This is an optimization exercise on Yosys and OpenROAD, whose aim is small area, a short achievable clock period and few clock cycles, not a production implementation.
The RTL was checked by simulation tests, not by an equivalence proof against the original design.

Setup of v31:
==> flow/design.v (excerpt) <==
module seq_multi #(
    parameter WIDTH = 32
)
(
    input wire logic clk,
    input wire logic rst,
    input wire logic start,
    input wire logic [WIDTH - 1:0] multiplier,
    input wire logic [WIDTH - 1:0] multiplicand,
    output logic busy,
    output logic [(WIDTH * 2) - 1:0] product
);
    logic [63:0] s, c;         
    logic [31:0] m;            
    logic [31:17] q;           
    logic n8;                  
    logic bm, bq, bx, bd;
    wire accept = start & ~busy;
    wire need_b = |multiplier[31:17];
    wire [63:0] psum;
    assign product = psum;
    wire [31:0] ms = bm ? m : multiplicand;
    wire [32:0] qa = {multiplier, 1'b0};     
    wire ng0 = ~bq & (qa[2]);
    wire on0 = ~bq & (qa[1] ^ qa[0]);
    wire tw0 = ~bq & ((qa[2] & ~qa[1] & ~qa[0]) | (~qa[2] & qa[1] & qa[0]));
    wire ng1 = bq ? (q[19]) : (qa[4]);
    wire on1 = bq ? (q[18] ^ q[17]) : (qa[3] ^ qa[2]);
    wire tw1 = bq ? ((q[19] & ~q[18] & ~q[17]) | (~q[19] & q[18] & q[17])) : ((qa[4] & ~qa[3] & ~qa[2]) | (~qa[4] & qa[3] & qa[2]));
    wire ng2 = bq ? (q[21]) : (qa[6]);
  ...
Size: about 2500 cells after synthesis, ~180 flip-flops, ~130 I/O pins, about 0.022 mm^2 of cells after synthesis.
==> flow/config.mk <==
export PLATFORM = sky130hd
export DESIGN_NAME = seq_multi
export DESIGN_NICKNAME = seq_multi
export VERILOG_FILES = /design/flow/design.v
export SDC_FILE = /design/flow/constraint.sdc
export NUM_CORES = 4
export LEC_CHECK = 0
export CAP_MARGIN = 20
export CORE_MARGIN = 2
export CORE_UTILIZATION = 55
export GPL_TIMING_DRIVEN = 0
export SETUP_SLACK_MARGIN = 0.5
export SLEW_MARGIN = 20
==> flow/constraint.sdc <==
create_clock -name core_clock -period 5.0 [get_ports {clk}]
set_input_delay 1.0000 -clock core_clock [delete_from_list [all_inputs] [get_ports {clk}]]
set_output_delay 1.0000 -clock core_clock [all_outputs]
set_load 0.01 [all_outputs]
standard.sh (not shown) runs the stock make flow with config.mk's settings and CLKGATE_MAP_FILE= SYNTH_SCRIPT=/design/flow/synth_recipe.tcl, a recipe that flattens the netlist after the stock synthesis.
==> flow/flow/run.sh <==
#!/bin/bash
# The standard layout, with the port buffers made of buf_1 cells instead of the
# delay-buffer cells buffer_ports picks by default.
set -euo pipefail
export BUFFER_PORTS_ARGS="-buffer_cell sky130_fd_sc_hd__buf_1"
bash standard.sh finish > standard.log 2>&1
v31 went all the way through synthesis, placement and routing and the layout is clean on timing, DRC and antenna.
Testbench counts of v31, summed over its fixed seeds: cycles 907.
### v31 -> v47
Settings: clearing GPL_TIMING_DRIVEN, which used to be 0; swapping 55 for 50 in CORE_UTILIZATION.
Findings:
- Diff v31 -> v47: global-route wire length before repair shows a reduction of about 11%, post-layout instance area went down, worst setup margin rose 100 ps.
- Between v31 and v47, the number of signal-net buffers in the layout is lower for v47.
- Diff v31 -> v47: die area went up 0.0041 mm^2, sum of routed wire segments on met1 went down about 2.1%.
- Diff v31 -> v47: endpoint arrival time on the critical path -100 ps, part of the cycle the worst path needs -2.1 points.
What v50 does differently from v47 at the input level:
Settings: CORE_UTILIZATION: 50 -> 55; SETUP_SLACK_MARGIN: 0.5 -> 0.45.
--- outcome ---
The run showing the smaller via count normalized by instance count is v47.
Compared with v47, in v50 routed wire length on met2 now smaller, final standard cell count with taps included and fillers excluded lost about 1.7%.
diff inputs: v50 => v26
Settings: a change of CAP_MARGIN from 20 to 5; a change of SLEW_MARGIN from 20 to 5; a change of SETUP_SLACK_MARGIN from 0.45 to 0.5.
### Flow results
Overall track demand over capacity in global routing | v26 below v50
Area of all placed cells without fillers: v50 vs v26 — no meaningful difference
Re maximum frequency: v50 was lower than v26.
Delta (v26 minus v50): ratio of routed vias to standard cells now sits lower; count of plain and timing-repair buffers in the layout now sits lower.
Count of clock-buffer cells in the layout up 1 in v26 wrt v50

* * *

exp/garnet:
seq_multi again, from the RTL that the note above started with.
export LEC_CHECK = 0
export ABC_AREA = 1
export CAP_MARGIN = 20
export CORE_MARGIN = 2
export CORE_UTILIZATION = 55
export SETUP_SLACK_MARGIN = 0.5
export SLEW_MARGIN = 20
create_clock -name core_clock -period 5.0 [get_ports {clk}]
Scripts as last shown in full above: flow/flow/run.sh
exp/garnet completed every stage of the flow, and the final layout passed the timing, design-rule and antenna checks.
Testbench counts of exp/garnet, summed over its fixed seeds: cycles 907.
Input-level comparison between exp/pepper and exp/garnet:
- PLACE_DENSITY newly set to 0.68
- ABC_AREA removed (was 1)
[summary]
Final worst-path setup slack ends up lower on exp/pepper.
Compared with exp/garnet, exp/pepper shows a lower design area.
Measured against each other, exp/pepper and exp/garnet differ in total number of cells along the worst setup path, the higher figure coming from exp/garnet.
Against exp/garnet, exp/pepper reports a final HPWL from detailed placement that is lower.
### exp/pepper -> exp/violet
- PLACE_DENSITY: 0.68 -> unset
Results
- Final core utilization, exp/pepper and exp/violet: lower on exp/pepper
- Changes observed in exp/violet relative to exp/pepper: clock-buffer cell count went up by 2; wire length of the first global-routing pass went up by 1500 um.
Setup changes, exp/violet to exp/harbor
- CORE_UTILIZATION: 55 -> 65
Findings:
Side by side, sequential share of cell area turned out higher in exp/harbor than in exp/violet.
Looking at final period utilization, exp/harbor sits 1.3 points above exp/violet.
Comparing via count for exp/harbor and exp/violet, the smaller number came from exp/violet.
Looking only at data arrival time of the critical path, and setting everything else aside, the lower value of exp/harbor and exp/violet goes to exp/violet.
### exp/harbor -> exp/yarrow
- CTS_CLUSTER_SIZE now 40, previously not set
- CORE_UTILIZATION now 55, was 65
- CTS_CLUSTER_DIAMETER now 150, previously not set
Findings:
Changes observed in exp/yarrow relative to exp/harbor: sum of met2 wire segment lengths after detailed routing now larger, fraction of area in registers now smaller, total of fill cells in the finished design now larger, height of the chip now larger, via count now smaller.
Delta (exp/yarrow minus exp/harbor): worst hold slack shows an increase of 4.0 ps; number of clock-tree buffers in the layout has increased; fmax has increased; routed wire length grew by about 3%.
Delta(transition at the pin with the smallest max-transition slack, exp/yarrow - exp/harbor) < 0
Input changes introduced in exp/umber (baseline for comparison: exp/yarrow):
- a deleted CTS_CLUSTER_SIZE that had been 40
- an added TNS_END_PERCENT of 20
- a deleted CTS_CLUSTER_DIAMETER that had been 150
[summary]
- Changes observed in exp/umber relative to exp/yarrow: number of stages on the worst setup path increased 1, post-CTS repair timing setup buffer count increased 1, utilization decreased 0.69 points.
- c[14]$_SDFF_PN0_ as the launching element of the worst setup path was reported by exp/yarrow, and c[0]$_SDFF_PN0_ by exp/umber.
- Measured against each other, exp/umber and exp/yarrow differ in count of clock-buffer cells in the layout, the lower figure coming from exp/umber.

## re-timing with driven ports
In the flow no input, the clock included, has a driving cell. The finished layouts below were timed again as built, in two steps.
Step 1: set_driving_cell puts a clkbuf_16 on clk and a buf_2 on each other input, an assumption about the parent block.
Step 2 moves the port delays by t, midway between the first and last clock arrival at a register: inputs arrive t later, outputs are due t later. That takes back most of the time a late clock gives input paths.
Three values: no drivers, after step 1, after step 2; two values: the first two.
run | t (ns) | setup slack, ns | clock arrival spread, ns | slew at the worst register clock pin (ns) | pins driven straight from the clock port
v31 | 0.559 | 0.370 / 0.310 / -0.043 | 0.019 / 0.018 | 0.09 / 0.09 | 1
v47 | 0.556 | 0.473 / 0.415 / 0.019 | 0.020 / 0.019 | 0.09 / 0.09 | 1
v50 | 0.555 | 0.424 / 0.366 / 0.049 | 0.021 / 0.021 | 0.09 / 0.09 | 1
v26 | 0.551 | 0.497 / 0.437 / 0.104 | 0.017 / 0.018 | 0.08 / 0.08 | 1
exp/garnet | 0.546 | 0.513 / 0.516 / 0.007 | 0.022 / 0.021 | 0.09 / 0.09 | 1
exp/pepper | 0.560 | 0.380 / 0.322 / 0.072 | 0.016 / 0.016 | 0.09 / 0.09 | 1
exp/violet | 0.551 | 0.497 / 0.437 / 0.104 | 0.017 / 0.018 | 0.08 / 0.08 | 1
exp/harbor | 0.513 | 0.430 / 0.372 / 0.068 | 0.019 / 0.018 | 0.09 / 0.09 | 1
exp/yarrow | 0.551 | 0.497 / 0.437 / 0.104 | 0.017 / 0.018 | 0.08 / 0.08 | 1
exp/umber | 0.562 | 0.388 / 0.329 / -0.030 | 0.012 / 0.012 | 0.09 / 0.09 | 1
Met with ideal ports but missed after step 2: setup timing in v31 and exp/umber. The setup slack of exp/garnet, which loses most, moves by +0.003 ns with the drivers and by -0.506 ns with both steps.
